Context: an optimization exercise on an open-source flow, tuned for small area. The choices shown serve that exercise and are no tape-out recipe. In this exercise RTL edits were held to simulation tests only and were not proved equivalent to the original. Power figures rest on the tool's default switching activity, not on a simulated workload.

red:
Design npu, start of the top module:
module npu (
    input  logic        clk,
    input  logic        rst_ni,
    input  logic        ena,
    input  logic        wea,
    input  logic [15:0] addra,
    input  logic [31:0] dina,
    output logic [31:0] douta
);
    localparam logic [2:0] S_IDLE      = 3'd0;
    localparam logic [2:0] S_CONV1_LD  = 3'd1;
    localparam logic [2:0] S_CONV1_CAL = 3'd2;
    localparam logic [2:0] S_CONV2_LD  = 3'd3;
    localparam logic [2:0] S_CONV2_CAL = 3'd4;
    localparam logic [2:0] S_FCN       = 3'd5;
    localparam logic [2:0] S_FCN_LAST  = 3'd6;
    localparam logic [2:0] S_DONE      = 3'd7;
    wire       rst = ~rst_ni;
    wire [2:0] sel = addra[14:12];
    wire       wr  = ena & wea;
    wire       rd  = ena & ~wea;
    logic [2:0]  state;
    logic        pe_ready, pack_in_valid, done_reg;
    logic        host_trigger, host_next_state, host_pe_clear;
    logic        host_img_clear, host_conv_w_clear, host_pack_clear;
    logic [71:0] img, conv_w;         
    logic [2:0]  img_zero, w_zero;    
    logic        img_shifted, w_shifted;
    logic [1:0]  live01;
    logic [19:0] conv_x;              
    logic        conv_zero;           
    logic [19:0] result_reg;
    logic [7:0]  pack_reg [0:3];
    logic [1:0]  pack_addr;
    logic [31:0] fcn_in_n;            
    logic [23:0] acc [0:2];
  ...
Size: ~2400 cells after synthesis, ~380 flip-flops, about 0.030 mm^2 of cells after synthesis.
clock: 12.0 ns
lec_check: 0
cap_margin: 20
core_margin: 2
core_utilization: 45
cts_buf_list: sky130_fd_sc_hd__clkbuf_16
cts_cluster_diameter: 100
cts_cluster_size: 24
gpl_timing_driven: 0
place_density: 0.6
slew_margin: 20
synth_hierarchical: 1
run.sh (not shown) runs the stock make flow with config.mk's settings and CLKGATE_MAP_FILE= SYNTH_SCRIPT=/design/flow/synth_recipe.tcl, a recipe that flattens the netlist after the stock synthesis.
No stage failed in red, and the final checks on the layout all came back clean.
The inputs of blue differ from those of red as listed below.
diff --git a/flow/config.mk b/flow/config.mk
--- a/flow/config.mk
+++ b/flow/config.mk
@@ -11,5 +11,4 @@
 export CTS_BUF_LIST = sky130_fd_sc_hd__clkbuf_16
-export CTS_CLUSTER_DIAMETER = 100
-export CTS_CLUSTER_SIZE = 24
-export GPL_TIMING_DRIVEN = 0
+export CTS_CLUSTER_DIAMETER = 70
+export CTS_CLUSTER_SIZE = 30
 export PLACE_DENSITY = 0.6
Looking only at combinational share of power, and setting everything else aside, the lower value of red and blue goes to blue. blue vs red, proportion of power drawn by the clock network went up by 2.8 points. The worst hold slack in blue sits 4.7 ps above the value recorded for red.
The following lists how green was set up differently from blue:
diff --git a/flow/config.mk b/flow/config.mk
--- a/flow/config.mk
+++ b/flow/config.mk
@@ -11,4 +11,4 @@
 export CTS_BUF_LIST = sky130_fd_sc_hd__clkbuf_16
-export CTS_CLUSTER_DIAMETER = 70
-export CTS_CLUSTER_SIZE = 30
+export CTS_CLUSTER_DIAMETER = 120
+export CTS_CLUSTER_SIZE = 28
 export PLACE_DENSITY = 0.6
[summary]
green: PASS, flow complete, no timing, DRC or antenna violations. Diff blue -> green: power after layout down about 7%, routed wire length flat, wire length on met2 picked up an extra about 0.9%, global-route wire length before repair shows no meaningful change.

========
npu again, from the RTL that the note above started with.
==> flow/config.mk <==
export PLATFORM = sky130hd
export DESIGN_NAME = npu
export DESIGN_NICKNAME = npu
export VERILOG_FILES = /design/flow/design.v
export SDC_FILE = /design/flow/constraint.sdc
export NUM_CORES = 4
export LEC_CHECK = 0
export CAP_MARGIN = 0
export CORE_MARGIN = 2
export CORE_UTILIZATION = 45
export CTS_BUF_LIST = sky130_fd_sc_hd__clkbuf_16
export CTS_CLUSTER_DIAMETER = 100
export CTS_CLUSTER_SIZE = 24
export PLACE_DENSITY = 0.6
export SLEW_MARGIN = 0
export SYNTH_HIERARCHICAL = 1
==> flow/constraint.sdc <==
create_clock -name core_clock -period 12.0 [get_ports {clk}]
set_input_delay 2.4000 -clock core_clock [delete_from_list [all_inputs] [get_ports {clk}]]
set_output_delay 2.4000 -clock core_clock [all_outputs]
set_load 0.01 [all_outputs]
The first run went through all stages and came out clean.
Change:
CAP_MARGIN = 20   (was 0)
SLEW_MARGIN = 20   (was 0)
Effect: Design area barely changes; clock skew is about the same; core utilization barely changes; non-clock buffer count does not change.

========
Setup of lane 5:
Another version of the RTL of npu (not shown whole).
Size in the first run: about 2400 cells after synthesis, about 380 flip-flops, roughly 84 I/O pins, about 30000 sq um of cells after synthesis.
==> flow/config.mk <==
export PLATFORM = sky130hd
export DESIGN_NAME = npu
export DESIGN_NICKNAME = npu
export VERILOG_FILES = /design/flow/design.v
export SDC_FILE = /design/flow/constraint.sdc
export NUM_CORES = 4
export LEC_CHECK = 0
export CAP_MARGIN = 20
export CORE_MARGIN = 2
export CORE_UTILIZATION = 45
export CTS_BUF_LIST = sky130_fd_sc_hd__clkbuf_8
export CTS_CLUSTER_DIAMETER = 80
export CTS_CLUSTER_SIZE = 16
export GPL_TIMING_DRIVEN = 0
export PLACE_DENSITY = 0.6
export SLEW_MARGIN = 20
export SYNTH_HIERARCHICAL = 1
==> flow/constraint.sdc <==
create_clock -name core_clock -period 12.0 [get_ports {clk}]
set_input_delay 2.4000 -clock core_clock [delete_from_list [all_inputs] [get_ports {clk}]]
set_output_delay 2.4000 -clock core_clock [all_outputs]
set_load 0.01 [all_outputs]
standard.sh (not shown) runs the stock make flow with config.mk's settings and CLKGATE_MAP_FILE= SYNTH_SCRIPT=/design/flow/synth_recipe.tcl, a recipe that flattens the netlist after the stock synthesis.
==> flow/flow/run.sh <==
#!/bin/bash
# The standard ORFS layout (standard.sh), with different buffering:
#  - each port gets a sky130_fd_sc_hd__buf_1 buffer instead of buffer_ports' default cell;
#  - the constant-1 inputs of the adder cells share one tie cell per module (no tie fanout repair).
# repair_design, CTS and repair_timing run as in the standard flow.
set -euo pipefail
cp config.mk flow_config.mk
cat >> flow_config.mk <<'CFG'
export BUFFER_PORTS_ARGS = -buffer_cell sky130_fd_sc_hd__buf_1
export REMOVE_ABC_BUFFERS = 1
export SKIP_REPAIR_TIE_FANOUT = 1
CFG
sed "s#DESIGN_CONFIG=[^ ]*#DESIGN_CONFIG=$PWD/flow_config.mk#" standard.sh > flow_standard.sh
bash flow_standard.sh > flow_standard.log 2>&1
Input-level comparison between lane 4 and lane 5:
- PLACE_DENSITY: 0.6 -> 0.75
- CORE_UTILIZATION: 45 -> 60
==> notes.md <==
Looking at period utilization across lane 4 and lane 5, the one that comes out lower is lane 5. Taking lane 5 as the reference, in lane 4 internal power component shows a reduction of about 1.2%; area used by multi-input combinational logic shows no meaningful change; maximum number of pins on one net before global-route repair shows no meaningful change.

-- re-timing with driven ports --
Ports are ideal in the flow. The routed layouts listed here were re-timed in OpenROAD.
Step 1: set_driving_cell puts a clkbuf_16 on clk and a buf_2 on each other input, an assumption about the parent block.
Step 2 times the ports against the registers' clock, not the clock port: input delays grow and output delays shrink by t, the midpoint of the rising clock arrivals with the driver on.
Slacks: no drivers / after step 1 / after step 2; pairs: no drivers / after step 1.
run	t (ns)	setup slack, ns	hold slack, ns
red	0.649	0.811 / 0.811 / 0.811	0.451 / 0.451 / 0.451
blue	0.678	1.220 / 1.220 / 1.220	0.455 / 0.455 / 0.455
green	0.643	1.193 / 1.193 / 1.193	0.450 / 0.450 / 0.450
the first run of note 2	0.641	1.224 / 1.224 / 1.224	0.422 / 0.422 / 0.422
the second run of note 2	0.641	1.138 / 1.138 / 1.138	0.423 / 0.423 / 0.423
lane 5	0.687	1.086 / 1.086 / 1.086	0.452 / 0.452 / 0.452
lane 4	0.734	1.051 / 1.051 / 1.051	0.450 / 0.450 / 0.450
After both steps setup and hold are still met in every run listed.
